Source: an optimization exercise on an open RTL-to-GDS flow (aim: a short achievable clock period and few clock cycles). Production flows keep margins and buffers that such runs may drop.
In this exercise RTL edits were held to simulation tests only and were not proved equivalent to the original.
No activity file was given, so power comes from the tool's default toggle rates.

==> design/flow/design.v <==
module PCPU(
    input clk,
    input reset,
    input MIO_ready,
    input [31:0]inst_in,
    input [31:0]Data_in,
    input INT,
    output mem_w,
    output[31:0]PC_out,
    output[31:0]Addr_out,
    output[31:0]Data_out,
    output CPU_MIO
);
    reg  [31:0] pc;
    reg         id_v;         
    reg  [31:0] ir;
    reg  [31:0] id_pc4;
    reg  [31:0] id_ptgt;      
    reg  [31:0] id_rs_r, id_rt_r;    
    reg         bm_rs, bm_rt;        
    reg         bw_rs, bw_rt;        
    reg  [31:0] ras [0:3];
    reg  [1:0]  ras_p;        
    reg  [4:0]  ex_rd;        
    reg         ex_load, ex_store;
    reg         ex_br;        
    reg         ex_push, ex_pop;      
    reg         ex_fast;      
    reg  [2:0]  ex_brt;       
    reg  [31:0] ex_pc4;
    reg  [31:0] ex_a, ex_b, ex_sd;
    reg  [4:0]  ex_sh;
    reg         ex_shv;
    reg         ex_fa, ex_fb, ex_fsd, ex_fsdl;
    reg  [3:0]  ex_fsel;      
    reg  [3:0]  ex_asel;      
    reg         ex_sub;
    reg         op_add, op_slt, op_sltu, op_and, op_or, op_xor, op_nor,
                op_sll, op_srl, op_sra, op_b;
    reg  [4:0]  mem_rd;
    reg         mem_load, mem_store;
    reg  [31:0] mem_res, mem_sd, mem_addr;
    reg  [31:0] wb_val;
    reg  [31:0] rf [1:31];
    wire [31:0] wb_data = mem_load ? Data_in : mem_res;
    integer k;
    always @(posedge clk)
        for (k = 1; k < 32; k = k + 1)
            if (mem_rd == k) rf[k] <= wb_data;
    always @(posedge clk) wb_val <= wb_data;
    assign mem_w    = mem_store;
    assign Addr_out = mem_addr;
    assign Data_out = mem_sd;
    assign CPU_MIO  = 1'b0;
    wire [31:0] a  = ex_fa ? mem_res : ex_a;
    wire [31:0] bx = ex_fb ? (mem_res ^ {32{ex_sub}}) : ex_b;
    wire [31:0] b  = bx;              
    wire [31:0] sd = ex_fsdl ? Data_in : (ex_fsd ? mem_res : ex_sd);
    wire [31:0] sum, res;
    pcpu_alu alu (
        .ex_a(ex_a), .ex_b(ex_b), .mem_res(mem_res),
        .ex_fa(ex_fa), .ex_fb(ex_fb), .ex_sub(ex_sub), .ex_shv(ex_shv), .ex_sh(ex_sh),
        .fsel(ex_fsel), .asel(ex_asel), .op_slt(op_slt), .op_sltu(op_sltu), .op_and(op_and),
        .op_or(op_or), .op_xor(op_xor), .op_nor(op_nor), .op_sll(op_sll),
        .op_srl(op_srl), .op_sra(op_sra), .op_b(op_b),
        .sum(sum), .res(res));
    wire [31:0] fres = op_b ? b : (a | b);
    wire xz_m, xz_r, xe_mr, xe_rm, xe_rr;
    pcpu_eq32 x_zm (.x(mem_res), .y(32'b0),   .eq(xz_m));
    pcpu_eq32 x_zr (.x(ex_a),    .y(32'b0),   .eq(xz_r));
    pcpu_eq32 x_mr (.x(mem_res), .y(ex_b),    .eq(xe_mr));
    pcpu_eq32 x_rm (.x(ex_a),    .y(mem_res), .eq(xe_rm));
    pcpu_eq32 x_rr (.x(ex_a),    .y(ex_b),    .eq(xe_rr));
    wire a_zero = ex_fa ? xz_m : xz_r;
    wire a_neg  = ex_fa ? mem_res[31] : ex_a[31];
    wire ab_eq  = (ex_fa & ex_fb) | (ex_fa ? xe_mr : ex_fb ? xe_rm : xe_rr);
    reg  ex_taken;
    always @(*) begin
        case (ex_brt)
            3'd0: ex_taken = ab_eq;                
            3'd1: ex_taken = ~ab_eq;               
            3'd2: ex_taken = a_neg | a_zero;       
            3'd3: ex_taken = ~a_neg & ~a_zero;     
            3'd4: ex_taken = a_neg;                
            default: ex_taken = ~a_neg;            
        endcase
    end
    wire ex_redirect = ex_br & ~ex_taken;    
    wire [5:0]  op = ir[31:26];
    wire [5:0]  fn = ir[5:0];
    wire [4:0]  rs = ir[25:21];
    wire [4:0]  rt = ir[20:16];
    wire [4:0]  rdf = ir[15:11];
    wire [15:0] imm = ir[15:0];
    wire rtype   = (op == 6'h00);
    wire f_add   = rtype & (fn == 6'h20 || fn == 6'h21);
    wire f_sub   = rtype & (fn == 6'h22 || fn == 6'h23);
    wire f_and   = rtype & (fn == 6'h24);
    wire f_or    = rtype & (fn == 6'h25);
    wire f_xor   = rtype & (fn == 6'h26);
    wire f_nor   = rtype & (fn == 6'h27);
    wire f_slt   = rtype & (fn == 6'h2a);
    wire f_sltu  = rtype & (fn == 6'h2b);
    wire f_sll   = rtype & (fn == 6'h00);
    wire f_srl   = rtype & (fn == 6'h02);
    wire f_sra   = rtype & (fn == 6'h03);
    wire f_sllv  = rtype & (fn == 6'h04);
    wire f_srlv  = rtype & (fn == 6'h06);
    wire f_srav  = rtype & (fn == 6'h07);
    wire f_jr    = id_v & rtype & (fn == 6'h08);
    wire f_jalr  = id_v & rtype & (fn == 6'h09);
    wire r_alu   = f_add | f_sub | f_and | f_or | f_xor | f_nor | f_slt | f_sltu |
                   f_sll | f_srl | f_sra | f_sllv | f_srlv | f_srav;
    wire i_addi  = (op == 6'h08) | (op == 6'h09);
    wire i_slti  = (op == 6'h0a);
    wire i_sltiu = (op == 6'h0b);
    wire i_andi  = (op == 6'h0c);
    wire i_ori   = (op == 6'h0d);
    wire i_xori  = (op == 6'h0e);
    wire i_lui   = (op == 6'h0f);
    wire i_imm   = i_addi | i_slti | i_sltiu | i_andi | i_ori | i_xori | i_lui;
    wire i_ld    = (op == 6'h23) | (op == 6'h20) | (op == 6'h24) | (op == 6'h21) | (op == 6'h25);
    wire i_st    = (op == 6'h2b) | (op == 6'h28) | (op == 6'h29);
    wire i_load  = id_v & i_ld;
    wire i_store = id_v & i_st;
    wire b_beq   = (op == 6'h04);
    wire b_bne   = (op == 6'h05);
    wire b_blez  = (op == 6'h06);
    wire b_bgtz  = (op == 6'h07);
    wire b_rimm  = (op == 6'h01);
    wire i_br    = id_v & (b_beq | b_bne | b_blez | b_bgtz | b_rimm);
    wire i_jal   = id_v & (op == 6'h03);
    wire i_j     = (op == 6'h02);
    wire i_jr    = f_jr | f_jalr;
    wire [2:0] brt = b_beq ? 3'd0 : b_bne ? 3'd1 : b_blez ? 3'd2 : b_bgtz ? 3'd3 :
                     rt[0] ? 3'd5 : 3'd4;
    wire uses_rs = id_v & ~(i_j | i_jal | i_lui | f_sll | f_srl | f_sra);
    wire uses_rt = id_v & (r_alu | b_beq | b_bne);    
    wire rs_nz = (rs != 5'd0);
    wire rt_nz = (rt != 5'd0);
    wire [4:0] dest = ~id_v ? 5'd0 :
                      (r_alu | f_jalr) ? rdf :
                      (i_imm | i_ld) ? rt :
                      i_jal ? 5'd31 : 5'd0;
    wire [31:0] rs_w  = bw_rs ? wb_val : id_rs_r;
    wire [31:0] rt_w  = bw_rt ? wb_val : id_rt_r;
    wire [31:0] rsv_n = bm_rs ? mem_res : rs_w;
    wire [31:0] rtv_n = bm_rt ? mem_res : rt_w;
    wire [31:0] rsv   = bm_rs ? wb_data : rs_w;
    wire [31:0] rtv   = bm_rt ? wb_data : rt_w;
    wire dep_ex_rs  = rs_nz & (ex_rd == rs);
    wire dep_ex_rt  = rt_nz & (ex_rd == rt);
    wire dep_ml_rs  = bm_rs & mem_load;
    wire dep_ml_rt  = bm_rt & mem_load;
    wire load_use = ex_load & ((uses_rs & dep_ex_rs) | (uses_rt & dep_ex_rt));
    wire jr_haz   = i_jr & ((dep_ex_rs & ~ex_fast) | dep_ml_rs);
    wire id_stall = load_use | jr_haz;
    wire br_defer = (dep_ex_rs | dep_ml_rs) | ((b_beq | b_bne) & (dep_ex_rt | dep_ml_rt));
    wire s_rs_m = bm_rs, s_rs_w = ~bm_rs & bw_rs, s_rs_r = ~bm_rs & ~bw_rs;
    wire s_rt_m = bm_rt, s_rt_w = ~bm_rt & bw_rt, s_rt_r = ~bm_rt & ~bw_rt;
    wire eq_rr, eq_rw, eq_rm, eq_wr, eq_wm, eq_mr;
    pcpu_eq32 c_rr (.x(id_rs_r), .y(id_rt_r), .eq(eq_rr));
    pcpu_eq32 c_rw (.x(id_rs_r), .y(wb_val),  .eq(eq_rw));
    pcpu_eq32 c_rm (.x(id_rs_r), .y(mem_res), .eq(eq_rm));
    pcpu_eq32 c_wr (.x(wb_val),  .y(id_rt_r), .eq(eq_wr));
    pcpu_eq32 c_wm (.x(wb_val),  .y(mem_res), .eq(eq_wm));
    pcpu_eq32 c_mr (.x(mem_res), .y(id_rt_r), .eq(eq_mr));
    wire z_r, z_w, z_m, p_r, p_w, p_m;
    pcpu_eq32 c_zr (.x(id_rs_r), .y(32'b0),   .eq(z_r));
    pcpu_eq32 c_zw (.x(wb_val),  .y(32'b0),   .eq(z_w));
    pcpu_eq32 c_zm (.x(mem_res), .y(32'b0),   .eq(z_m));
    pcpu_eq32 c_pr (.x(id_rs_r), .y(id_ptgt), .eq(p_r));
    pcpu_eq32 c_pw (.x(wb_val),  .y(id_ptgt), .eq(p_w));
    pcpu_eq32 c_pm (.x(mem_res), .y(id_ptgt), .eq(p_m));
    wire id_eq = s_rs_r ? (s_rt_r ? eq_rr : s_rt_w ? eq_rw : eq_rm) :
                 s_rs_w ? (s_rt_r ? eq_wr : s_rt_w ? 1'b1  : eq_wm) :
                          (s_rt_r ? eq_mr : s_rt_w ? eq_wm : 1'b1);
    wire rsn_zero = s_rs_r ? z_r : s_rs_w ? z_w : z_m;
    wire rsn_neg  = rsv_n[31];
    reg  id_taken;
    always @(*) begin
        case (brt)
            3'd0: id_taken = id_eq;
            3'd1: id_taken = ~id_eq;
            3'd2: id_taken = rsn_neg | rsn_zero;
            3'd3: id_taken = ~rsn_neg & ~rsn_zero;
            3'd4: id_taken = rsn_neg;
            default: id_taken = ~rsn_neg;
        endcase
    end
    wire id_br_nt    = i_br & ~br_defer & ~id_taken;
    wire go   = ~id_stall & i_br & ~br_defer;
    wire go_q = go & b_beq, go_n = go & b_bne;
    wire go_lez = go & (brt == 3'd2), go_gtz = go & (brt == 3'd3);
    wire go_ltz = go & (brt == 3'd4), go_gez = go & (brt == 3'd5);
    wire go_j = ~id_stall & i_jr;
    wire p_rr = s_rs_r & s_rt_r, p_rw = s_rs_r & s_rt_w, p_rm = s_rs_r & s_rt_m;
    wire p_wr = s_rs_w & s_rt_r, p_ww = s_rs_w & s_rt_w, p_wm = s_rs_w & s_rt_m;
    wire p_mr = s_rs_m & s_rt_r, p_mw = s_rs_m & s_rt_w, p_mm = s_rs_m & s_rt_m;
    wire [11:0] late = {p_m, p_w, p_r, z_m, z_w, z_r, eq_mr, eq_wm, eq_wr, eq_rm, eq_rw, eq_rr};
    wire [11:0] c1 = {3'b000,
                      {go_gtz & s_rs_m, go_gtz & s_rs_w, go_gtz & s_rs_r},
                      {go_n & p_mr, go_n & (p_wm | p_mw), go_n & p_wr,
                       go_n & p_rm, go_n & p_rw, go_n & p_rr}};
    wire [11:0] c0 = {{go_j & s_rs_m, go_j & s_rs_w, go_j & s_rs_r},
                      {go_lez & ~rsn_neg & s_rs_m, go_lez & ~rsn_neg & s_rs_w,
                       go_lez & ~rsn_neg & s_rs_r},
                      {go_q & p_mr, go_q & (p_wm | p_mw), go_q & p_wr,
                       go_q & p_rm, go_q & p_rw, go_q & p_rr}};
    wire e_id = (go_n & (p_ww | p_mm)) | (go_gtz & rsn_neg) | (go_ltz & ~rsn_neg) |
                (go_gez & rsn_neg) | (go_j & (f_jalr | dep_ex_rs));
    wire blk;
    pcpu_redir redir (.e(e_id | ex_redirect | id_stall), .c1(c1), .c0(c0), .l(late), .r(blk));
    wire pt_ne = ~(s_rs_r ? p_r : s_rs_w ? p_w : p_m);
    wire jr_miss     = f_jalr | dep_ex_rs | pt_ne;
    wire id_redirect = ~id_stall & (id_br_nt | (i_jr & jr_miss));
    wire [31:0] jr_tgt    = dep_ex_rs ? fres : rsv_n;
    wire [31:0] id_target = i_jr ? jr_tgt : id_pc4;
    wire [31:0] sext = {{16{imm[15]}}, imm};
    wire [31:0] zext = {16'b0, imm};
    wire [31:0] bsel = (i_addi | i_slti | i_sltiu | i_ld | i_st) ? sext :
                       (i_andi | i_ori | i_xori) ? zext :
                       i_lui ? {imm, 16'b0} :
                       (i_jal | f_jalr) ? id_pc4 : rtv;
    wire id_sub  = f_sub | f_slt | f_sltu | i_slti | i_sltiu;
    wire b_is_rt = ~(i_imm | i_ld | i_st | i_jal | f_jalr);
    wire id_fb   = b_is_rt & dep_ex_rt;
    wire id_add  = f_add | i_addi | i_ld | i_st | f_sub;
    wire [31:0] pc4 = pc + 32'd4;
    wire [5:0]  fop = inst_in[31:26];
    wire [4:0]  f_rs = inst_in[25:21];
    wire [4:0]  f_rt = inst_in[20:16];
    wire [32*32-1:0] rf_flat;
    assign rf_flat[31:0] = 32'b0;
    genvar gi;
    generate
        for (gi = 1; gi < 32; gi = gi + 1) begin : rff
            assign rf_flat[gi*32 +: 32] = rf[gi];
        end
    endgenerate
    wire [31:0] f_rsv, f_rtv;
    pcpu_rfread rd_rs (.rf(rf_flat), .ra(f_rs), .rd(f_rsv));
    pcpu_rfread rd_rt (.rf(rf_flat), .ra(f_rt), .rd(f_rtv));
    wire [31:0] ras_top = ras[ras_p];
    wire [31:0] npc_e  = ex_redirect ? ex_pc4 :
                         id_stall    ? pc : id_target;
    wire [31:0] npc;
    pcpu_npc npcg (.inst(inst_in), .pc4(pc4), .ras_top(ras_top), .npc_e(npc_e),
                   .blk(blk), .npc(npc));
    assign PC_out = pc;
    wire flush_if  = ex_redirect | id_redirect;
    wire bubble_id = ex_redirect | id_stall;
    always @(posedge clk or posedge reset) begin
        if (reset) begin
            pc   <= 32'b0;
            id_v <= 1'b0;
        end else begin
            pc <= npc;
            if (flush_if)
                id_v <= 1'b0;
            else if (!id_stall)
                id_v <= 1'b1;
        end
    end
    always @(posedge clk) begin
        if (!id_stall) begin
            ir      <= inst_in;
            id_pc4  <= pc4;
            id_ptgt <= ras_top;
            id_rs_r <= f_rsv;
            id_rt_r <= f_rtv;
            bm_rs   <= (f_rs != 5'd0) & (ex_rd == f_rs);
            bm_rt   <= (f_rt != 5'd0) & (ex_rd == f_rt);
            bw_rs   <= (f_rs != 5'd0) & (mem_rd == f_rs);
            bw_rt   <= (f_rt != 5'd0) & (mem_rd == f_rt);
        end else begin
            id_rs_r <= rsv;
            id_rt_r <= rtv;
            bm_rs   <= dep_ex_rs;
            bm_rt   <= dep_ex_rt;
            bw_rs   <= 1'b0;
            bw_rt   <= 1'b0;
        end
    end
    integer j;
    always @(posedge clk or posedge reset) begin
        if (reset) begin
            ras_p <= 2'd0;
            for (j = 0; j < 4; j = j + 1) ras[j] <= 32'b0;
        end else if (ex_push) begin
            ras_p <= ras_p + 2'd1;
            ras[ras_p + 2'd1] <= ex_pc4;
        end else if (ex_pop)
            ras_p <= ras_p - 2'd1;
    end
    always @(posedge clk or posedge reset) begin
        if (reset) begin
            ex_rd <= 5'b0; ex_load <= 1'b0; ex_store <= 1'b0; ex_br <= 1'b0;
            ex_push <= 1'b0; ex_pop <= 1'b0;
        end else if (bubble_id) begin
            ex_rd <= 5'b0; ex_load <= 1'b0; ex_store <= 1'b0; ex_br <= 1'b0;
            ex_push <= 1'b0; ex_pop <= 1'b0;
        end else begin
            ex_rd <= dest; ex_load <= i_load; ex_store <= i_store;
            ex_br <= i_br & br_defer;
            ex_push <= i_jal | f_jalr; ex_pop <= f_jr;
        end
    end
    always @(posedge clk) begin
        ex_brt  <= brt;
        ex_pc4  <= id_pc4;
        ex_a    <= rsv;
        ex_b    <= bsel ^ {32{id_sub}};
        ex_sd   <= rtv;
        ex_sh   <= ir[10:6];
        ex_shv  <= f_sllv | f_srlv | f_srav;
        ex_fa   <= dep_ex_rs;
        ex_fb   <= b_is_rt & dep_ex_rt;
        ex_fsel <= {dep_ex_rs & id_fb, ~dep_ex_rs & id_fb, dep_ex_rs & ~id_fb, ~dep_ex_rs & ~id_fb};
        ex_asel <= {4{id_add}} &
                   {dep_ex_rs & id_fb, ~dep_ex_rs & id_fb, dep_ex_rs & ~id_fb, ~dep_ex_rs & ~id_fb};
        ex_fsd  <= dep_ex_rt & ~ex_load;
        ex_fsdl <= dep_ex_rt & ex_load;
        ex_sub  <= id_sub;
        op_add  <= id_add;
        op_slt  <= f_slt | i_slti;
        op_sltu <= f_sltu | i_sltiu;
        op_and  <= f_and | i_andi;
        op_or   <= f_or | i_ori;
        op_xor  <= f_xor | i_xori;
        op_nor  <= f_nor;
        op_sll  <= f_sll | f_sllv;
        op_srl  <= f_srl | f_srlv;
        op_sra  <= f_sra | f_srav;
        op_b    <= i_lui | i_jal | f_jalr;
        ex_fast <= f_or | i_ori | i_lui | i_jal | f_jalr;
    end
    always @(posedge clk or posedge reset) begin
        if (reset) begin
            mem_rd <= 5'b0; mem_load <= 1'b0; mem_store <= 1'b0;
        end else begin
            mem_rd <= ex_rd; mem_load <= ex_load; mem_store <= ex_store;
        end
    end
    always @(posedge clk) begin
        mem_res  <= res;
        mem_addr <= sum;
        mem_sd   <= sd;
    end
endmodule
module pcpu_alu(
    input  [31:0] ex_a, ex_b, mem_res,
    input         ex_fa, ex_fb, ex_sub, ex_shv,
    input  [4:0]  ex_sh,
    input  [3:0]  fsel, asel,
    input         op_slt, op_sltu, op_and, op_or, op_xor, op_nor,
                  op_sll, op_srl, op_sra, op_b,
    output [31:0] sum, res
);
    wire [31:0] mbx = mem_res ^ {32{ex_sub}};
    wire [31:0] sum_rr, sum_mr, sum_rm, sum_mm;
    pcpu_add32 a_rr (.x(ex_a),    .y(ex_b), .ci(ex_sub), .s(sum_rr));
    pcpu_add32 a_mr (.x(mem_res), .y(ex_b), .ci(ex_sub), .s(sum_mr));
    pcpu_add32 a_rm (.x(ex_a),    .y(mbx),  .ci(ex_sub), .s(sum_rm));
    pcpu_add32 a_mm (.x(mem_res), .y(mbx),  .ci(ex_sub), .s(sum_mm));
    assign sum = ({32{fsel[0]}} & sum_rr) | ({32{fsel[1]}} & sum_mr) |
                 ({32{fsel[2]}} & sum_rm) | ({32{fsel[3]}} & sum_mm);
    wire [31:0] res_o;
    pcpu_alu_o other (.ex_a(ex_a), .ex_b(ex_b), .mem_res(mem_res), .mbx(mbx),
        .ex_fa(ex_fa), .ex_fb(ex_fb), .ex_shv(ex_shv), .ex_sh(ex_sh),
        .op_and(op_and), .op_or(op_or), .op_xor(op_xor), .op_nor(op_nor),
        .op_sll(op_sll), .op_srl(op_srl), .op_sra(op_sra), .op_b(op_b), .res_o(res_o));
    wire        a31 = ex_fa ? mem_res[31] : ex_a[31];
    wire        b31 = ~(ex_fb ? mbx[31] : ex_b[31]);
    wire        lt  = (a31 ^ b31) ? a31 : sum[31];
    wire        ltu = (a31 ^ b31) ? b31 : sum[31];
    assign res = ({32{asel[0]}} & sum_rr) | ({32{asel[1]}} & sum_mr) |
                 ({32{asel[2]}} & sum_rm) | ({32{asel[3]}} & sum_mm) |
                 res_o | {31'b0, (op_slt & lt) | (op_sltu & ltu)};
endmodule
module pcpu_alu_o(
    input  [31:0] ex_a, ex_b, mem_res, mbx,
    input         ex_fa, ex_fb, ex_shv,
    input  [4:0]  ex_sh,
    input         op_and, op_or, op_xor, op_nor, op_sll, op_srl, op_sra, op_b,
    output [31:0] res_o
);
    wire [31:0] a  = ex_fa ? mem_res : ex_a;
    wire [31:0] b  = ex_fb ? mbx : ex_b;       
    wire [4:0]  sha  = ex_shv ? a[4:0] : ex_sh;
    wire [31:0] shl  = b << sha;
    wire signed [32:0] shi = {op_sra & b[31], b};
    wire signed [32:0] shx = shi >>> sha;
    wire [31:0] shr  = shx[31:0];
    assign res_o =
          ({32{op_and}}  & (a & b))
        | ({32{op_or}}   & (a | b))
        | ({32{op_xor}}  & (a ^ b))
        | ({32{op_nor}}  & ~(a | b))
        | ({32{op_sll}}  & shl)
        | ({32{op_srl | op_sra}} & shr)
        | ({32{op_b}}    & b);
endmodule
module pcpu_npc(
    input  [31:0] inst, pc4, ras_top, npc_e,
    input         blk,
    output [31:0] npc
);
    function [32:0] ks_add32(input [31:0] x, input [31:0] y, input ci);
        reg [31:0] g, p, gn, pn;
        integer i, d;
        begin
            g = x & y;
            p = x ^ y;
            g[0] = g[0] | (p[0] & ci);
            for (d = 1; d < 32; d = d * 2) begin
                gn = g; pn = p;
                for (i = d; i < 32; i = i + 1) begin
                    gn[i] = g[i] | (p[i] & g[i-d]);
                    pn[i] = p[i] & p[i-d];
                end
                g = gn; p = pn;
            end
            ks_add32 = {g[31], (x ^ y) ^ {g[30:0], ci}};
        end
    endfunction
    function [16:0] ks_add16(input [15:0] x, input [15:0] y);
        reg [15:0] g, p, gn, pn;
        integer i, d;
        begin
            g = x & y;
            p = x ^ y;
            for (d = 1; d < 16; d = d * 2) begin
                gn = g; pn = p;
                for (i = d; i < 16; i = i + 1) begin
                    gn[i] = g[i] | (p[i] & g[i-d]);
                    pn[i] = p[i] & p[i-d];
                end
                g = gn; p = pn;
            end
            ks_add16 = {g[15], (x ^ y) ^ {g[14:0], 1'b0}};
        end
    endfunction
    wire [5:0] fop = inst[31:26];
    wire f_isbr = (fop == 6'h01) | (fop == 6'h04) | (fop == 6'h05) |
                  (fop == 6'h06) | (fop == 6'h07);
    wire f_isj  = (fop == 6'h02) | (fop == 6'h03);
    wire f_isjr = (fop == 6'h00) & (inst[5:0] == 6'h08);
    wire [16:0] lo    = ks_add16(pc4[17:2], inst[15:0]);
    wire [13:0] hi0   = pc4[31:18];
    wire [13:0] hip1  = pc4[31:18] + 14'd1;
    wire [13:0] him1  = pc4[31:18] - 14'd1;
    wire [31:0] jtgt  = {pc4[31:28], inst[25:0], 2'b00};
    wire        f_brt  = f_isbr & ~f_isj;      
    wire [31:0] npc_o  = f_isj ? jtgt : f_isjr ? ras_top : pc4;
    wire [13:0] hi_c1  = inst[15] ? hi0 : hip1;
    wire [13:0] hi_c0  = inst[15] ? him1 : hi0;
    wire [13:0] npc_h1 = f_brt ? hi_c1 : npc_o[31:18];
    wire [13:0] npc_h0 = f_brt ? hi_c0 : npc_o[31:18];
    wire [31:0] npc_p  = {lo[16] ? npc_h1 : npc_h0,
                          f_brt ? lo[15:0] : npc_o[17:2],
                          f_brt ? 2'b00 : npc_o[1:0]};
    assign npc = blk ? npc_e : npc_p;
endmodule
module pcpu_rfread(
    input  [32*32-1:0] rf,
    input  [4:0]       ra,
    output [31:0]      rd
);
    assign rd = rf[ra*32 +: 32];
endmodule
module pcpu_eq32(
    input  [31:0] x, y,
    output        eq
);
    assign eq = (x == y);
endmodule
module pcpu_add32(
    input  [31:0] x, y,
    input         ci,
    output [31:0] s
);
    reg [31:0] g, p, gn, pn;
    integer i, d;
    always @(*) begin
        g = x & y;
        p = x ^ y;
        g[0] = g[0] | (p[0] & ci);
        for (d = 1; d < 32; d = d * 2) begin
            gn = g; pn = p;
            for (i = d; i < 32; i = i + 1) begin
                gn[i] = g[i] | (p[i] & g[i-d]);
                pn[i] = p[i] & p[i-d];
            end
            g = gn; p = pn;
        end
    end
    assign s = (x ^ y) ^ {g[30:0], ci};
endmodule
module pcpu_redir(
    input         e,
    input  [11:0] c1, c0, l,
    output        r
);
    assign r = e | (|(c1 & l)) | (|(c0 & ~l));
endmodule
==> design/flow/flow/run.sh <==
#!/bin/bash
set -euo pipefail
MARGIN="${MARGIN:-8.4}"
sed "s|\"\${@:-finish}\"|SETUP_SLACK_MARGIN=${MARGIN} MATCH_CELL_FOOTPRINT=0 \"\${@:-finish}\"|" standard.sh > standard_tight.sh
grep -q "SETUP_SLACK_MARGIN=${MARGIN} MATCH_CELL_FOOTPRINT=0" standard_tight.sh
bash standard_tight.sh > flow_make.log 2>&1
==> design/flow/standard.sh <==
#!/bin/bash
# synth_recipe.tcl (not shown) runs the flow's synth.tcl, then flattens the netlist and writes it again
# the make line also repeats each setting of config.mk as NAME=value (left out here)
make -C /OpenROAD-flow-scripts/flow DESIGN_CONFIG=/design/flow/config.mk WORK_HOME=/design/flow/orfs CLKGATE_MAP_FILE= SYNTH_SCRIPT=/design/flow/synth_recipe.tcl "${@:-finish}"
==> design/flow/config.mk <==
export PLATFORM = sky130hd
export DESIGN_NAME = PCPU
export DESIGN_NICKNAME = PCPU
export VERILOG_FILES = /design/flow/design.v
export SDC_FILE = /design/flow/constraint.sdc
export NUM_CORES = 4
export LEC_CHECK = 0
export ABC_CLOCK_PERIOD_IN_PS = 3000
export CAP_MARGIN = 20
export CORE_MARGIN = 2
export CORE_UTILIZATION = 40
export PLACE_DENSITY = 0.55
export SLEW_MARGIN = 20
export SYNTH_HIERARCHICAL = 1
==> design/flow/constraint.sdc <==
create_clock -name core_clock -period 12.0 [get_ports {clk}]
set_input_delay 2.4000 -clock core_clock [delete_from_list [all_inputs] [get_ports {clk}]]
set_output_delay 2.4000 -clock core_clock [all_outputs]
set_load 0.01 [all_outputs]
==> out/metrics.yaml, run 1 <==
yosys:
  ys_ff_latch: 1625
  synth.distinct_cells: 117
  synth_area_leader_cell: "edfxtp_1"
  synth_edf_count: 1088
  synthCells: 8894
  seq_area_frac_synth_pct: 45.5
  syn_area_sq_mm: 0.0974
  avgSynthCellArea_sq_um: 11.0
  synth_top_area_share_pct: 33.5
  synthTopCellsByArea: "edfxtp_1, mux2i_1, dfxtp_1"
  synth_warnings: 11
  synthArstFlopShare_pct: 11.1
  synth_ff_type: "edfxtp_1"
sta:
  finClkSkew_ns: 0.0947
  fmax_mhz: 235
  setup_slack_ns: 7.75
  slew_headroom_pct: 19.4
  period_share_pct: 35.4
  slew_viol_final: 0
  setup_viol: 0
  setup-tns-final_ns: 0
  period_needed_ns: 4.25
  hold_viol_final: 0
  worst_pin_slew_ns: 1.21
  rsz0062_at_grt: "true"
placed_design:
  post_dp_cell_area_sq_mm: 0.103
  place_congestion: 0.983
  detailedPlace.worstSlack_ns: 5.05
  portBuffers: 162
  dp_hpwl_um: 272000
clocking:
  clk_latency_ns: 0.90
  clock_path_buffers: 3
  cts_buffers: 183
  cts_tree: "built"
  cts.sink_count: 1625
  path_clk_slew_ns: 0.06
  cts_max_level: 4
  cts_root_buf: "clkbuf_16"
setup_path:
  worst-setup-path-type: "flop to flop"
  cp_max_fo: 6
  crit_family: "simple AND/OR/NAND/NOR gates"
  slowest_delay_ns: 0.64
  cp.arrival_ns: 5.00
  crit_path_top_delay_cell: "dfxtp_2"
  end_kind: "flop"
  crit_chain: "xor2_1 > nor4_1 > nand4_1 > nor2_1 > mux2i_2 > mux2i_2 > xor2_2 > a221oi_4 > nor3_4 > o2111ai_2 > a2111oi_2 > nand4_1 > buf_6 > clkbuf_16 > nor2_4 > buf_12 > o211ai_1 > o22ai_1 > a21oi_1"
  cp_num_buf_inv: 3
  cp.required_ns: 12.75
  cp-start-kind: "flop"
pwr:
  peakVddDrop_mv: 0.121
  power_density_mw_per_mm2: 168
  total_power_uw: 19800
  p_leak_uw: 0.0483
detailed_routing:
  drt_iter0_markers: 11512
  wirelength_um: 454000
  antenna_left: 0
  routed_via_density: 6.44
  via_count: 83191
  firstDrtPassIters: 8
  avgRoutedWirePerCell_um: 35.1
  drc: 0
global_routing:
  grt_max_degree: 125
  antenna_found_initial: 46
  grt_overflow_total: 0
  grt_pass1_vias: 77888
  grt_pass1_wl_um: 612000
  grt_usage_pct: 34.7
floorplan:
  die_h_um: 497
  die_area_sq_mm: 0.247
  core_sq_mm: 0.243
  dieWidth_um: 497
  std_cell_rows: 181
  ios: 166
  start_util_pct: 40.1
layout:
  fillCellCount: 21791
  area_growth_pct: 21.3
  post-route-util_pct: 48.7
  post-route-cell-area_sq_mm: 0.118
  drive_gt1_share_pct: 19.5
  fin_nets: 9830
status:
  outcome: "finished clean"
hold_path:
  hp-class: "flop to flop"
run:
  timing.max_cap.violations: 0
## metrics by stage
stage / hold slack, ns / std cells
finish: 0.352 / 12925
detailed placement: 0.340 / 12128
global placement: 0.338 / 12126
floorplan: 0.331 / 9121
CTS: 0.354 / 12762
global route: 0.354 / 12909
## worst reg2reg max path: stages (launching register included)
cell	delay [ns]
dfxtp_2	0.64
xor2_1	0.15
nor4_1	0.35
nand4_1	0.14
nor2_1	0.16
mux2i_2	0.12
mux2i_2	0.29
xor2_2	0.23
a221oi_4	0.11
nor3_4	0.23
o2111ai_2	0.18
a2111oi_2	0.37
nand4_1	0.15
buf_6	0.16
clkbuf_16	0.18
nor2_4	0.21
buf_12	0.14
o211ai_1	0.08
o22ai_1	0.17
a21oi_1	0.06
## cell usage in the layout (no fill, tap or decap), types with 43 or more instances in the layout
master / n
dfxtp_1: 233
clkbuf_1: 43
a22oi_1: 307
buf_6: 103
a21o_1: 67
edfxtp_1: 1088
conb_1: 228
buf_4: 372
nor3_1: 106
nor2b_1: 73
a222oi_1: 67
a31oi_1: 55
inv_1: 145
mux2_1: 45
dfrtp_1: 152
nand4_1: 66
ha_1: 190
nand3_1: 238
buf_12: 89
nor4_1: 186
a21oi_1: 456
a22o_1: 133
dfxtp_2: 91
nor2_1: 294
mux2i_1: 1338
a211oi_1: 110
o21ai_0: 131
o211ai_1: 56
xor2_1: 677
nand2_1: 661
mux2_2: 171
clkbuf_16: 237
xnor2_1: 127
## metal layers
layer  GRT usage (%)  share of wire [%]  up-vias
li1                -                  -    34893
met1            45.3                 39    41736
met2            51.9                 43     5286
met3            7.77                 11     1258
met4            22.2                7.5       18
met5               0              0.028        -
## per-module statistics from Yosys, one instance, submodules excluded
| module | cell area [sq um] | flops+latches |
|---|---|---|
| PCPU | 56600 | 1625 |
| pcpu_add32 | 1630 | 0 |
| pcpu_alu | 1680 | 0 |
| pcpu_alu_o | 6340 | 0 |
| pcpu_eq32 | 347 | 0 |
| pcpu_npc | 2470 | 0 |
| pcpu_redir | 165 | 0 |
| pcpu_rfread | 8890 | 0 |
## timing repair
action	4_1_cts	5_1_grt
setup endpoints to repair	426	346
pin swaps	75	72
hold buffers	0	0
setup buffers	217	123
cloned	74	20
hold endpoints to repair	0	0
resized for setup	1123	316
## final cells by class
cell class	instances	area, sq um	area share, %
Sequential cell	1625	44600	37.7
Tap cell	3202	4010	3.39
Clock buffer	253	5120	4.33
Timing Repair Buffer	776	9150	7.75
Multi-Input combinational cell	6805	53600	45.4
Clock inverter	90	1020	0.866
Inverter	154	607	0.514
Antenna cell	20	50.0	0.0424
## synth_stat cells (84+ instances only)
master       n
mux2i_1   1372
edfxtp_1  1088
xor2_1     697
nand2_1    675
a21oi_1    486
dfxtp_1    357
nor2_1     340
a22oi_1    318
nand3_1    283
clkbuf_1   280
ha_1       208
nor4_1     199
dfrtp_1    180
o21ai_0    179
mux2_2     178
inv_1      148
a211oi_1   134
a22o_1     133
xnor2_1    128
nor3_1     126
buf_2       98
a31oi_1     89
buf_4       84
## worst paths after layout
kind	to	cells past startpoint	from	slack, ns
max in group asynchronous	pc[3]$_DFF_PP0_	4	reset	8.63
setup reg to reg	pc[26]$_DFF_PP0_	19	ex_b[15]$_DFF_P_	7.75
setup / recovery	pc[26]$_DFF_PP0_	19	ex_b[15]$_DFF_P_	7.75
hold / removal	mem_store$_DFF_PP0_	0	ex_store$_DFF_PP0_	0.35
min in group asynchronous	ras[3][13]$_DFFE_PP0P_	3	reset	2.15
hold reg to reg	mem_store$_DFF_PP0_	0	ex_store$_DFF_PP0_	0.35
## state kept, by name, summed over array words and instances (netlist names), 3 cells and up
signal    cells
rf          992
ras         128
ex_a         32
ex_b         32
ex_pc4       32
ex_sd        32
id_pc4       32
id_ptgt      32
id_rs_r      32
id_rt_r      32
ir           32
mem_addr     32
mem_res      32
mem_sd       32
pc           32
wb_val       32
ex_rd         5
ex_sh         5
mem_rd        5
ex_asel       4
ex_fsel       4
ex_brt        3
## report_power, final
group	switching, uW	internal, uW	total [uW]
clock network	2510	3250	5760
registers	849	6690	7540
logic	4030	2480	6510
total	7390	12400	19800
## logic make-up after synthesis
| logic type | count (synthesis) | synth area share [%] |
|---|---|---|
| AOI/OAI and AO/OA | 1914 | 13.7 |
| xor gates and xnor gates | 826 | 7.43 |
| adders and majority gates | 217 | 2.86 |
| buffers and inverters | 719 | 3.62 |
| DFF | 1625 | 45.5 |
| muxes | 1625 | 17.1 |
| other | 1 | 0.00385 |
| and+or+nand+nor | 1967 | 9.76 |
Testbench counts, summed over its fixed seeds: cycles 95,458.
==> run 2: changes to the inputs <==
--- a/design/flow/design.v
+++ b/design/flow/design.v
@@ -197,22 +197,26 @@
     wire p_rr = s_rs_r & s_rt_r, p_rw = s_rs_r & s_rt_w, p_rm = s_rs_r & s_rt_m;
     wire p_wr = s_rs_w & s_rt_r, p_ww = s_rs_w & s_rt_w, p_wm = s_rs_w & s_rt_m;
     wire p_mr = s_rs_m & s_rt_r, p_mw = s_rs_m & s_rt_w, p_mm = s_rs_m & s_rt_m;
-    wire [11:0] late = {p_m, p_w, p_r, z_m, z_w, z_r, eq_mr, eq_wm, eq_wr, eq_rm, eq_rw, eq_rr};
-    wire [11:0] c1 = {3'b000,
+    wire p_f;
+    pcpu_eq32 c_pf (.x(fres), .y(id_ptgt), .eq(p_f));
+    wire [12:0] late = {p_f, p_m, p_w, p_r, z_m, z_w, z_r, eq_mr, eq_wm, eq_wr, eq_rm, eq_rw, eq_rr};
+    wire [12:0] c1 = {4'b0000,
                       {go_gtz & s_rs_m, go_gtz & s_rs_w, go_gtz & s_rs_r},
                       {go_n & p_mr, go_n & (p_wm | p_mw), go_n & p_wr,
                        go_n & p_rm, go_n & p_rw, go_n & p_rr}};
-    wire [11:0] c0 = {{go_j & s_rs_m, go_j & s_rs_w, go_j & s_rs_r},
+    wire go_jr = go_j & ~dep_ex_rs;      
+    wire [12:0] c0 = {go_j & dep_ex_rs,   
+                      {go_jr & s_rs_m, go_jr & s_rs_w, go_jr & s_rs_r},
                       {go_lez & ~rsn_neg & s_rs_m, go_lez & ~rsn_neg & s_rs_w,
                        go_lez & ~rsn_neg & s_rs_r},
                       {go_q & p_mr, go_q & (p_wm | p_mw), go_q & p_wr,
                        go_q & p_rm, go_q & p_rw, go_q & p_rr}};
     wire e_id = (go_n & (p_ww | p_mm)) | (go_gtz & rsn_neg) | (go_ltz & ~rsn_neg) |
-                (go_gez & rsn_neg) | (go_j & (f_jalr | dep_ex_rs));
+                (go_gez & rsn_neg);
     wire blk;
     pcpu_redir redir (.e(e_id | ex_redirect | id_stall), .c1(c1), .c0(c0), .l(late), .r(blk));
     wire pt_ne = ~(s_rs_r ? p_r : s_rs_w ? p_w : p_m);
-    wire jr_miss     = f_jalr | dep_ex_rs | pt_ne;
+    wire jr_miss     = dep_ex_rs ? ~p_f : pt_ne;
     wire id_redirect = ~id_stall & (id_br_nt | (i_jr & jr_miss));
     wire [31:0] jr_tgt    = dep_ex_rs ? fres : rsv_n;
     wire [31:0] id_target = i_jr ? jr_tgt : id_pc4;
@@ -242,10 +246,13 @@
     pcpu_rfread rd_rs (.rf(rf_flat), .ra(f_rs), .rd(f_rsv));
     pcpu_rfread rd_rt (.rf(rf_flat), .ra(f_rt), .rd(f_rtv));
     wire [31:0] ras_top = ras[ras_p];
+    wire [31:0] jalr_pred = (dep_ex_rs ? fres : rsv_n) | zext;
+    wire        f_isjalr  = (inst_in[31:26] == 6'h00) & (inst_in[5:0] == 6'h09);
+    wire [31:0] jr_pred   = f_isjalr ? jalr_pred : ras_top;
     wire [31:0] npc_e  = ex_redirect ? ex_pc4 :
                          id_stall    ? pc : id_target;
     wire [31:0] npc;
-    pcpu_npc npcg (.inst(inst_in), .pc4(pc4), .ras_top(ras_top), .npc_e(npc_e),
+    pcpu_npc npcg (.inst(inst_in), .pc4(pc4), .ras_top(jr_pred), .npc_e(npc_e),
                    .blk(blk), .npc(npc));
     assign PC_out = pc;
     wire flush_if  = ex_redirect | id_redirect;
@@ -266,7 +273,7 @@
         if (!id_stall) begin
             ir      <= inst_in;
             id_pc4  <= pc4;
-            id_ptgt <= ras_top;
+            id_ptgt <= jr_pred;
             id_rs_r <= f_rsv;
             id_rt_r <= f_rtv;
             bm_rs   <= (f_rs != 5'd0) & (ex_rd == f_rs);
@@ -445,7 +452,7 @@
     wire f_isbr = (fop == 6'h01) | (fop == 6'h04) | (fop == 6'h05) |
                   (fop == 6'h06) | (fop == 6'h07);
     wire f_isj  = (fop == 6'h02) | (fop == 6'h03);
-    wire f_isjr = (fop == 6'h00) & (inst[5:0] == 6'h08);
+    wire f_isjr = (fop == 6'h00) & ((inst[5:0] == 6'h08) | (inst[5:0] == 6'h09));
     wire [16:0] lo    = ks_add16(pc4[17:2], inst[15:0]);
     wire [13:0] hi0   = pc4[31:18];
     wire [13:0] hip1  = pc4[31:18] + 14'd1;
@@ -499,7 +506,7 @@
 endmodule
 module pcpu_redir(
     input         e,
-    input  [11:0] c1, c0, l,
+    input  [12:0] c1, c0, l,
     output        r
 );
     assign r = e | (|(c1 & l)) | (|(c0 & ~l));
==> design/flow/flow/run.sh (replaced) <==
#!/bin/bash
set -euo pipefail
MARGIN="${MARGIN:-8.0}"
sed "s|\"\${@:-finish}\"|SETUP_SLACK_MARGIN=${MARGIN} MATCH_CELL_FOOTPRINT=0 \"\${@:-finish}\"|" standard.sh > standard_tight.sh
grep -q "SETUP_SLACK_MARGIN=${MARGIN} MATCH_CELL_FOOTPRINT=0" standard_tight.sh
bash standard_tight.sh > flow_make.log 2>&1
==> out/metrics.yaml, run 2 <==
pwr:
  power_density_mw_per_mm2: 172
  swShare_pct: 37.4
  pwr-share-clk_pct: 30.1
  peakVddDrop_mv: 0.122
  seqPwrFrac_pct: 38.7
  p_sw_uw: 7480
  power_frac_comb_pct: 31.2
  p_int_uw: 12500
  p_leak_uw: 0.0482
  total_power_uw: 20000
detailed_routing:
  met1Wirelength_um: 175000
  avgRoutedWirePerCell_um: 33.6
  wirelength_um: 432000
  met2_length_um: 187000
  via_count: 81705
  routed_via_density: 6.34
  firstDrtPassIters: 9
  antenna_left: 0
  wl_met3_um: 40900
  drc: 0
  drt_iter0_markers: 9949
  routed.top_layer: "met5"
yosys:
  synth_edf_count: 1088
  synthCells: 9076
  avgSynthCellArea_sq_um: 10.8
  seq_area_frac_synth_pct: 45.2
  synthArstFlopShare_pct: 11.1
  ys_top_cells_by_count: "mux2i_1, edfxtp_1, xor2_1"
  synth_ff_type: "edfxtp_1"
  synth_top_area_share_pct: 33.3
  synthTopCellsByArea: "edfxtp_1, mux2i_1, dfxtp_1"
  synth.distinct_cells: 110
  ys_ff_latch: 1625
  synth.most_common_cell: "mux2i_1"
  syn_area_sq_mm: 0.0982
  synth_area_leader_cell: "edfxtp_1"
  synth_warnings: 11
run:
  timing.max_cap.violations: 0
sta:
  period_needed_ns: 4.26
  hold_viol_final: 0
  rsz0062_at_grt: "true"
  setup_viol: 0
  slew_viol_final: 0
  fmax_mhz: 235
  setup_slack_ns: 7.74
  setup-tns-final_ns: 0
  slew_headroom_pct: 16.2
  finClkSkew_ns: 0.0876
  period_share_pct: 35.5
  worst_pin_slew_ns: 1.22
layout:
  post-route-cell-area_sq_mm: 0.116
  reg.largest.list: "rf (992), ras (128)"
  final_common_cell: "mux2i_1"
  layout_common_cells: "mux2i_1, edfxtp_1, xor2_1"
  fillCellCount: 22046
  seqCellArea_sq_mm: 0.0446
  stdcell_count: 12880
  largest_register: "rf"
  fin_nets: 9788
  largest_reg_flops: 992
  drive_gt1_share_pct: 14.7
  area_growth_pct: 18.1
  multiInputGateArea_sq_mm: 0.0533
placed_design:
  place_congestion: 0.965
  post_dp_cell_area_sq_mm: 0.104
  portBuffers: 162
  dp_hpwl_um: 271000
  detailedPlace.worstSlack_ns: 5.45
  dp.cells: 12258
setup_path:
  r2r-start: "ex_a[15]$_DFF_P_"
  crit_chain: "xor2_1 > nor4_1 > nand4_1 > nor2_1 > mux2_4 > nor4_4 > a211o_1 > o221a_4 > a211o_1 > a21oi_2 > nand4_1 > or3_4 > buf_12 > buf_8 > or4_1 > nand3_1"
  cp.arrival_ns: 5.03
  slowest_delay_ns: 0.50
  crit_path_top_delay_cell: "or4_1"
  cp.required_ns: 12.77
  crit_start: "ex_a[15]$_DFF_P_"
  cp_max_fo: 7
  end_kind: "flop"
  cp-start-kind: "flop"
  worst-setup-path-type: "flop to flop"
hold_path:
  hold_start: "ex_store$_DFF_PP0_"
  hp-class: "flop to flop"
clocking:
  clock_path_buffers: 3
  cts_buffers: 186
  clk_latency_ns: 0.90
  ctsHoldBuffers: 0
  path_clk_slew_ns: 0.06
  cts_root_buf: "clkbuf_16"
  cts_tree: "built"
  cts.sink_count: 1625
  cts_max_level: 4
status:
  outcome: "finished clean"
floorplan:
  die_area_sq_mm: 0.249
  ios: 166
  core_sq_mm: 0.244
  dieWidth_um: 499
  std_cell_rows: 181
  start_util_pct: 40.3
  die_h_um: 499
global_routing:
  grt_usage_pct: 33.3
  grt_overflow_total: 0
  grt_max_degree: 178
  grt_pass1_vias: 79215
  antenna_found_initial: 33
  grt_pass1_wl_um: 598000
-- run 2: cell count changes after synthesis, moves of 24 or more --
cell	before	now
o221ai_1	18	49
nand2_1	675	706
a211oi_1	134	103
clkbuf_1	280	305
xor2_1	697	743
nor2_1	340	385
nand2b_1	25	60
a2111o_1	1	40
o2bb2ai_1	36	3
o21bai_1	37	9
o21ai_0	179	274
a31oi_1	89	116
o31ai_1	42	18
nor4b_1	34	3
-- run 2: area by class of cell --
class | instances | area share (%)
multi-input cells | 6960 | 46.0
repair buffers | 589 | 6.03
well taps | 3202 | 3.46
flip-flops and latches | 1625 | 38.4
diodes | 12 | 0.0259
clock buffers | 260 | 4.64
clock inverters | 91 | 0.965
inverters | 141 | 0.469
-- run 2: metrics by stage --
stage / hold slack, ns / utilization (%)
finish: 0.363 / 47.6
global route: 0.386 / 47.6
CTS: 0.369 / 47.1
detailed placement: 0.355 / 42.5
global placement: 0.340 / 42.5
floorplan: 0.331 / -
-- run 2: path summary, 6_finish.rpt --
check	to	slack (ns)	cells after the start
max	pc[14]$_DFF_PP0_	7.74	16
min	mem_store$_DFF_PP0_	0.36	0
min in group asynchronous	ras[3][17]$_DFFE_PP0P_	1.80	2
max in group asynchronous	pc[28]$_DFF_PP0_	8.84	4
min reg2reg	mem_store$_DFF_PP0_	0.36	0
max reg2reg	pc[14]$_DFF_PP0_	7.74	16
-- run 2: what timing repair did --
action / CTS / global route
cloned: 37 / 6
pin swaps: 47 / 23
buffers inserted: 186 / 29
setup endpoints to repair: 390 / 158
resized for setup: 631 / 179
-- run 2: Yosys stat by module (local to each module, per instance) --
module	cell area, sq um	flip-flops and latches	copies in the design
PCPU	56800	1625	1
pcpu_add32	1650	0	4
pcpu_alu	1680	0	1
pcpu_alu_o	6340	0	1
pcpu_eq32	347	0	18
pcpu_npc	2610	0	1
pcpu_redir	174	0	1
pcpu_rfread	8890	0	2
-- run 2: metal layers --
metal	up-vias	global-route usage, %
met2	4357	50.4
met3	1086	7.32
met4	16	19.6
met1	41181	43.7
li1	35065	-
met5	-	0
-- run 2: critical path, delay by kind of cell (launching register included) --
kind	cells	cell delay, ns
DFF	1	0.48
buffers and inverters	2	0.30
AOI/OAI and AO/OA	4	0.96
xor gates and xnor gates	1	0.22
and+or+nand+nor	8	1.95
muxes	1	0.25
-- run 2: cell families after synthesis --
family	Yosys count	share of synthesized area (%)
xor gates and xnor gates	873	7.80
muxes	1615	16.9
DFF	1625	45.2
AOI/OAI and AO/OA	1988	13.9
other	1	0.00382
and+or+nand+nor	2028	9.81
adders and majority gates	217	2.83
buffers and inverters	729	3.62
-- run 2: power groups by stage --
stage          logic, uW  registers (uW)  clock network (uW)
4_1_cts             5970            7680                6080
5_1_grt             6590            7740                6300
3_3_place_gp        5410            7890                   0
6_report            6230            7740                6020
3_5_place_dp        5470            7900                   0
2_1_floorplan       3480            7370                   0
Testbench counts of run 2, summed over its fixed seeds: cycles 93,850.
==> run 3: changes to the inputs <==
--- a/design/flow/config.mk
+++ b/design/flow/config.mk
@@ -8,7 +8,7 @@
 export ABC_CLOCK_PERIOD_IN_PS = 3000
 export CAP_MARGIN = 20
 export CORE_MARGIN = 2
-export CORE_UTILIZATION = 40
-export PLACE_DENSITY = 0.55
+export CORE_UTILIZATION = 50
+export PLACE_DENSITY = 0.62
 export SLEW_MARGIN = 20
 export SYNTH_HIERARCHICAL = 1
==> out/metrics.yaml, run 3 <==
status:
  outcome: "failed layout checks"
  violations: "capacitance limit, slew limit"
sta:
  hold_viol_final: 0
  setup_slack_ns: 7.66
  setup-tns-final_ns: 0
  period_needed_ns: 4.34
  finClkSkew_ns: 0.0745
  slew_viol_final: 1
  rsz0062_at_grt: "true"
  fmax_mhz: 230
  setup_viol: 0
  worst_pin_slew_ns: 1.50
  slew_headroom_pct: -0.975
  period_share_pct: 36.2
global_routing:
  grt_use_met3_pct: 8.67
  grt_usage_pct: 39.9
  gr-usage-met1_pct: 52.7
  grt_max_degree: 72
  top_usage_layer: "met2"
  grt_pass1_vias: 78655
  grt_pass1_wl_um: 573000
  grt_use_met2_pct: 59.7
  antenna_found_initial: 25
  grt_overflow_total: 0
floorplan:
  die_area_sq_mm: 0.200
  core_sq_mm: 0.195
  ios: 166
  std_cell_rows: 162
  die_h_um: 447
  start_util_pct: 50.3
  dieWidth_um: 447
yosys:
  synth_fa_ha_area_share_pct: 2.83
  synthTopCellsByArea: "edfxtp_1, mux2i_1, dfxtp_1"
  synth.most_common_cell: "mux2i_1"
  syn_area_sq_mm: 0.0982
  synth_top_area_share_pct: 33.3
  synth_ff_type: "edfxtp_1"
  synth_compound_area_share_pct: 13.9
  synthMuxAreaShare_pct: 16.9
  synth_top_family_by_area: "multiplexers"
  synthCells: 9076
  ys_top_cells_by_count: "mux2i_1, edfxtp_1, xor2_1"
  synth_edf_count: 1088
  avgSynthCellArea_sq_um: 10.8
  seq_area_frac_synth_pct: 45.2
  synth_area_leader_cell: "edfxtp_1"
  yosys.area_share.simple_pct: 9.81
  ys_ff_latch: 1625
  synth-xor-area-share_pct: 7.80
  synth.distinct_cells: 110
  synth_warnings: 11
  synthArstFlopShare_pct: 11.1
clocking:
  clk_latency_ns: 0.89
  cts_tree: "built"
  cts_root_buf: "clkbuf_16"
  cts_buffers: 178
  cts_max_level: 4
  path_clk_slew_ns: 0.06
  ctsHoldBuffers: 0
  cts.sink_count: 1625
  clock_path_buffers: 3
detailed_routing:
  firstDrtPassIters: 9
  avgRoutedWirePerCell_um: 33.7
  wirelength_um: 412000
  via_count: 82405
  antenna_left: 0
  drt_iter0_markers: 11191
  drc: 0
  routed_via_density: 6.73
setup_path:
  cp-start-kind: "flop"
  worst-setup-path-type: "flop to flop"
  reg2reg_slack_ns: 7.66
  ff2ff_path_depth: 21
  crit_path_end: "pc[27]$_DFF_PP0_"
  cp_max_fo: 13
  end_kind: "flop"
  r2r-start: "mem_res[15]$_DFF_P_"
  cp.arrival_ns: 5.10
  cp.required_ns: 12.75
  reg2reg_to: "pc[27]$_DFF_PP0_"
  crit_start: "mem_res[15]$_DFF_P_"
pwr:
  total_power_uw: 19600
  p_leak_uw: 0.0475
  p_int_uw: 12300
  swShare_pct: 37.2
  pwr-share-clk_pct: 29.3
  power_density_mw_per_mm2: 172
  power_frac_comb_pct: 31.0
  seqPwrFrac_pct: 39.7
  p_sw_uw: 7270
  peakVddDrop_mv: 0.162
layout:
  fin_nets: 9741
  layout_common_cells: "mux2i_1, edfxtp_1, xor2_1"
  final_common_cell: "mux2i_1"
  area_growth_pct: 16.0
  fillCellCount: 16309
  stdcell_count: 12249
  multiInputGateArea_sq_mm: 0.0530
  drive_gt1_share_pct: 13.9
  largest_register: "rf"
  largest_reg_flops: 992
  reg.largest.list: "rf (992), ras (128)"
  seqCellArea_sq_mm: 0.0446
placed_design:
  dp.cells: 11690
  detailedPlace.worstSlack_ns: 5.27
  place_congestion: 0.983
  dp_hpwl_um: 266000
  portBuffers: 162
hold_path:
  hp-class: "flop to flop"
run:
  timing.max_cap.violations: 1
-- run 3: cell counts after synthesis --
No cell type changed its count.
-- run 3: area by class of cell --
cell class | count | area share, %
clock buffers | 237 | 4.33
flip-flops and latches | 1625 | 39.2
clock inverters | 98 | 1.00
repair buffers | 556 | 5.56
well taps | 2624 | 2.88
diodes | 14 | 0.0308
inverters | 141 | 0.478
multi-input cells | 6954 | 46.6
-- run 3: repair_timing --
action                                 in CTS  in global routing
pin swaps                                  48                 44
buffers inserted                          132                 53
setup endpoints to repair                 352                165
resized for setup                         629                167
endpoints found under the hold margin       0                  0
gates cloned                               16                  9
-- run 3: critical path, cell delays in order, from the launching register on --
cell and delay (ns):
dfxtp_4 0.45, buf_12 0.24, xor2_1 0.11, nor4_1 0.34
nand4_1 0.18, nor2_2 0.18, mux2i_1 0.10, mux2i_2 0.33
xnor2_2 0.15, o221a_4 0.25, a211o_1 0.25, a21oi_2 0.12
nand4_1 0.10, or3_4 0.46, buf_12 0.15, buf_12 0.12
nor2_4 0.14, buf_12 0.13, o21ai_2 0.05, a31oi_1 0.13
o21ai_1 0.09, o221a_2 0.15
-- run 3: power by group through the flow --
| stage | clock [uW] | combinational, uW | sequential [uW] |
|---|---|---|---|
| floorplan | 0 | 3480 | 7370 |
| global placement | 0 | 5320 | 7820 |
| detailed placement | 0 | 5390 | 7840 |
| CTS | 5760 | 5740 | 7690 |
| global route | 5980 | 6390 | 7750 |
| finish | 5730 | 6060 | 7750 |
-- run 3: cells by family (layout without fill, tap and decap cells) --
logic type | Yosys count | in the layout
muxes | 1615 | 1615
and+or+nand+nor | 2028 | 2031
other | 1 | 243
buffers and inverters | 729 | 1032
DFF | 1625 | 1625
xor gates and xnor gates | 873 | 873
AOI/OAI and AO/OA | 1988 | 1989
adders and majority gates | 217 | 217
-- run 3: per-layer routing --
metal | vias up | routed length, um | part of all wire [%]
li1 | 34949 | - | -
met1 | 40900 | 160000 | 39
met2 | 5297 | 179000 | 43
met3 | 1235 | 44700 | 11
met4 | 24 | 28900 | 7.0
met5 | - | 165 | 0.040
-- run 3: metrics by stage --
step	hold WS, ns	utilization, %	cell area [sq um]
2_1_floorplan	0.331	-	99200
3_3_place_gp	0.336	52.8	103000
3_5_place_dp	0.340	52.8	103000
4_1_cts	0.393	57.7	113000
5_1_grt	0.391	58.4	114000
6_report	0.396	58.4	114000
-- run 3: worst min-delay path by stage --
stage	startpoint	end	slack [ns]	depth (start not counted)
after detailed placement	ex_store$_DFF_PP0_	mem_store$_DFF_PP0_	0.34	0
after CTS	ex_store$_DFF_PP0_	mem_store$_DFF_PP0_	0.39	0
after global placement	ex_store$_DFF_PP0_	mem_store$_DFF_PP0_	0.34	0
after global routing	ex_store$_DFF_PP0_	mem_store$_DFF_PP0_	0.39	0
final	ex_store$_DFF_PP0_	mem_store$_DFF_PP0_	0.40	0
after floorplan	ex_store$_DFF_PP0_	mem_store$_DFF_PP0_	0.33	0
-- run 3: per-module statistics from Yosys, one instance, submodules excluded, excerpt --
module / cells / flops+latches / cell area (sq um)
pcpu_alu: 262 / 0 / 1680
pcpu_redir: 25 / 0 / 174
pcpu_rfread: 1158 / 0 / 8890
pcpu_add32: 228 / 0 / 1650
pcpu_eq32: 43 / 0 / 347
pcpu_npc: 429 / 0 / 2610
==> run 4: changes to the inputs <==
==> design/flow/flow/run.sh (replaced) <==
#!/bin/bash
set -euo pipefail
MARGIN="${MARGIN:-8.2}"
sed "s|\"\${@:-finish}\"|SETUP_SLACK_MARGIN=${MARGIN} MATCH_CELL_FOOTPRINT=0 \"\${@:-finish}\"|" standard.sh > standard_tight.sh
grep -q "SETUP_SLACK_MARGIN=${MARGIN} MATCH_CELL_FOOTPRINT=0" standard_tight.sh
bash standard_tight.sh > flow_make.log 2>&1
--- a/design/flow/config.mk
+++ b/design/flow/config.mk
@@ -8,7 +8,7 @@
 export ABC_CLOCK_PERIOD_IN_PS = 3000
 export CAP_MARGIN = 20
 export CORE_MARGIN = 2
-export CORE_UTILIZATION = 50
-export PLACE_DENSITY = 0.62
+export CORE_UTILIZATION = 45
+export PLACE_DENSITY = 0.6
 export SLEW_MARGIN = 20
 export SYNTH_HIERARCHICAL = 1
==> out/metrics.yaml, run 4 <==
placed_design:
  detailedPlace.worstSlack_ns: 5.52
  dp.cells: 11908
  dp_hpwl_um: 267000
  place_congestion: 0.976
  portBuffers: 162
detailed_routing:
  via_count: 84286
  drc: 0
  firstDrtPassIters: 15
  antenna_left: 0
  avgRoutedWirePerCell_um: 34.8
  routed_via_density: 6.66
  drt_iter0_markers: 11955
  wirelength_um: 440000
pwr:
  swShare_pct: 37.9
  p_sw_uw: 7500
  p_int_uw: 12300
  p_leak_uw: 0.0481
  power_density_mw_per_mm2: 170
  pwr-share-clk_pct: 28.4
  seqPwrFrac_pct: 39.1
  peakVddDrop_mv: 0.172
  power_frac_comb_pct: 32.5
sta:
  hold_viol_final: 0
  slew_viol_final: 0
  fmax_mhz: 239
  slew_headroom_pct: 17.0
  setup_viol: 0
  setup-tns-final_ns: 0
  setup_slack_ns: 7.81
  finClkSkew_ns: 0.0714
  rsz0062_at_grt: "true"
  period_needed_ns: 4.19
  period_share_pct: 34.9
  worst_pin_slew_ns: 1.21
yosys:
  synthMuxAreaShare_pct: 16.9
  syn_area_sq_mm: 0.0982
  synthArstFlopShare_pct: 11.1
  synth.distinct_cells: 110
  ys_ff_latch: 1625
  synth_ff_type: "edfxtp_1"
  ys_top_cells_by_count: "mux2i_1, edfxtp_1, xor2_1"
  synth_top_family_by_area: "multiplexers"
  synth_fa_ha_area_share_pct: 2.83
  yosys.area_share.simple_pct: 9.81
  synth.most_common_cell: "mux2i_1"
  synthCells: 9076
  synth_compound_area_share_pct: 13.9
  synth_top_area_share_pct: 33.3
  synthTopCellsByArea: "edfxtp_1, mux2i_1, dfxtp_1"
  seq_area_frac_synth_pct: 45.2
  avgSynthCellArea_sq_um: 10.8
  synth_area_leader_cell: "edfxtp_1"
  synth-xor-area-share_pct: 7.80
  synth_edf_count: 1088
  synth_warnings: 11
layout:
  reg.largest.list: "rf (992), ras (128)"
  layout_common_cells: "mux2i_1, edfxtp_1, xor2_1"
  final_common_cell: "mux2i_1"
  fin_nets: 9911
  stdcell_count: 12649
  largest_register: "rf"
  largest_reg_flops: 992
  area_growth_pct: 18.5
  fillCellCount: 18834
  drive_gt1_share_pct: 16.8
setup_path:
  end_kind: "flop"
  cp-start-kind: "flop"
  cp.arrival_ns: 4.96
  slowest_delay_ns: 0.40
  worst-setup-path-type: "flop to flop"
  cpMostUsedCell: "buf_12"
  cp.required_ns: 12.77
  cp_max_fo: 5
  crit_path_top_delay_cell: "dfxtp_4"
  crit_chain: "buf_12 > xor2_1 > nor4_1 > nand4_1 > nor2_4 > mux2_4 > nor4_4 > a211o_1 > o221a_4 > a211o_1 > a21oi_2 > nand4_1 > or3_4 > buf_12 > nor2_4 > buf_12 > o21ai_0 > a31oi_1 > o21ai_0 > o221a_2"
clocking:
  cts_tree: "built"
  clk_latency_ns: 0.89
  cts_root_buf: "clkbuf_16"
  ctsHoldBuffers: 0
  path_clk_slew_ns: 0.06
  clock_path_buffers: 3
  cts.sink_count: 1625
  cts_max_level: 4
  cts_buffers: 180
floorplan:
  start_util_pct: 45.2
  dieWidth_um: 471
  core_sq_mm: 0.217
  die_h_um: 471
  ios: 166
  std_cell_rows: 171
  die_area_sq_mm: 0.222
global_routing:
  grt_pass1_wl_um: 606000
  grt_pass1_vias: 80256
  grt_usage_pct: 38.0
  antenna_found_initial: 24
  grt_max_degree: 150
  grt_overflow_total: 0
run:
  timing.max_cap.violations: 0
hold_path:
  hp-class: "flop to flop"
status:
  outcome: "finished clean"
[run 4: cell counts after synthesis]
No cell type changed its count.
[run 4: kinds of logic after synthesis]
kind of cell               after synthesis
AOI/OAI and AO/OA                     1988
other                                    1
and+or+nand+nor                       2028
xor gates and xnor gates               873
buffers and inverters                  729
muxes                                 1615
adders and majority gates              217
DFF                                   1625
[run 4: metrics by stage]
| stage | util, % | instance area, sq um | power, uW | hold slack (ns) |
|---|---|---|---|---|
| 2_1_floorplan | - | 99700 | 10900 | 0.331 |
| 3_3_place_gp | 47.7 | 103000 | 13300 | 0.403 |
| 3_5_place_dp | 47.7 | 103000 | 13300 | 0.400 |
| 4_1_cts | 52.9 | 115000 | 19400 | 0.414 |
| 5_1_grt | 53.6 | 116000 | 20400 | 0.413 |
| 6_report | 53.6 | 116000 | 19800 | 0.402 |
[run 4: worst max-delay path: cells and delay by family (launching register included)]
| kind | cells | cell delay, ns |
|---|---|---|
| multiplexers | 1 | 0.27 |
| buffers and inverters | 3 | 0.45 |
| AND/OR/NAND/NOR | 7 | 1.45 |
| AO/OA/AOI/OAI | 8 | 1.35 |
| flip-flops | 1 | 0.40 |
| XOR/XNOR | 1 | 0.14 |
[run 4: metal layers]
metal	GRT usage (%)	vias up	routed length (um)
li1	-	35346	-
met1	51.2	42183	175000
met2	55.6	5487	185000
met3	9.38	1248	51500
met4	21.3	22	28500
met5	0	-	251
[run 4: repair_timing]
item,CTS,global route
gates cloned,53,15
pin swaps,73,37
setup endpoints to repair,410,149
gates resized for setup,796,178
buffers inserted,269,53
[run 4: path summary, 6_finish.rpt]
path / from / end / depth (start not counted) / slack (ns)
worst min register to register: ex_store$_DFF_PP0_ / mem_store$_DFF_PP0_ / 0 / 0.40
worst max register to register: mem_res[28]$_DFF_P_ / pc[27]$_DFF_PP0_ / 20 / 7.81
min in group asynchronous: reset / pc[10]$_DFF_PP0_ / 2 / 2.04
worst max-delay path: mem_res[28]$_DFF_P_ / pc[27]$_DFF_PP0_ / 20 / 7.81
max in group asynchronous: reset / pc[25]$_DFF_PP0_ / 3 / 8.57
worst min-delay path: ex_store$_DFF_PP0_ / mem_store$_DFF_PP0_ / 0 / 0.40
[run 4: power by group through the flow]
| stage | combinational [uW] | sequential (uW) | clock, uW |
|---|---|---|---|
| 5_1_grt | 6760 | 7730 | 5880 |
| 6_report | 6430 | 7740 | 5620 |
| 3_5_place_dp | 5360 | 7970 | 0 |
| 3_3_place_gp | 5300 | 7960 | 0 |
| 4_1_cts | 6080 | 7680 | 5650 |
| 2_1_floorplan | 3530 | 7380 | 0 |
[run 4: cell type report]
type | count | area, sq um | share of cell area, %
multi-input combinational | 6963 | 53700 | 46.2
sequential | 1625 | 44600 | 38.3
timing repair buffer | 715 | 7930 | 6.81
clock buffer | 249 | 5030 | 4.33
tap | 2854 | 3570 | 3.07
clock inverter | 88 | 871 | 0.749
inverter | 141 | 553 | 0.475
antenna | 14 | 35.0 | 0.0301
[run 4: Yosys stat by module (local to each module, per instance), a selection]
module       cell area [sq um]  times used
pcpu_redir                 174           1
PCPU                     56800           1
pcpu_alu                  1680           1
pcpu_npc                  2610           1
pcpu_add32                1650           4
pcpu_eq32                  347          18
pcpu_rfread               8890           2

-- re-timing with driven ports --
The flow's constraints put no driver on any port. The routed layouts listed below were extracted and timed again, unchanged, in two steps. Step 1, drivers: a clkbuf_16 drives clk and a buf_2 each remaining input, both assumed. Step 2 moves the port delays by t, midway between the first and last clock arrival at a register: inputs arrive t later, outputs are due t later. That takes back most of the time a late clock gives input paths. a / b / c = ideal ports / drivers / drivers and shift; a / b = the first two.
run	shift t [ns]	setup slack, ns	worst setup path after step 2	clock arrival spread, ns	worst data-port slew with drivers (ns)
run 1	0.949	7.753 / 7.753 / 6.987	input to register	0.097 / 0.096	0.37
run 2	0.953	7.739 / 7.739 / 6.817	input to register	0.088 / 0.088	0.34
run 3	0.944	7.655 / 7.655 / 6.714	input to register	0.076 / 0.076	0.54
run 4	0.959	7.809 / 7.809 / 6.966	input to register	0.075 / 0.075	0.39
For run 3, which loses most, drivers alone change the setup slack by 0.000 ns; drivers and shift together by -0.941 ns.
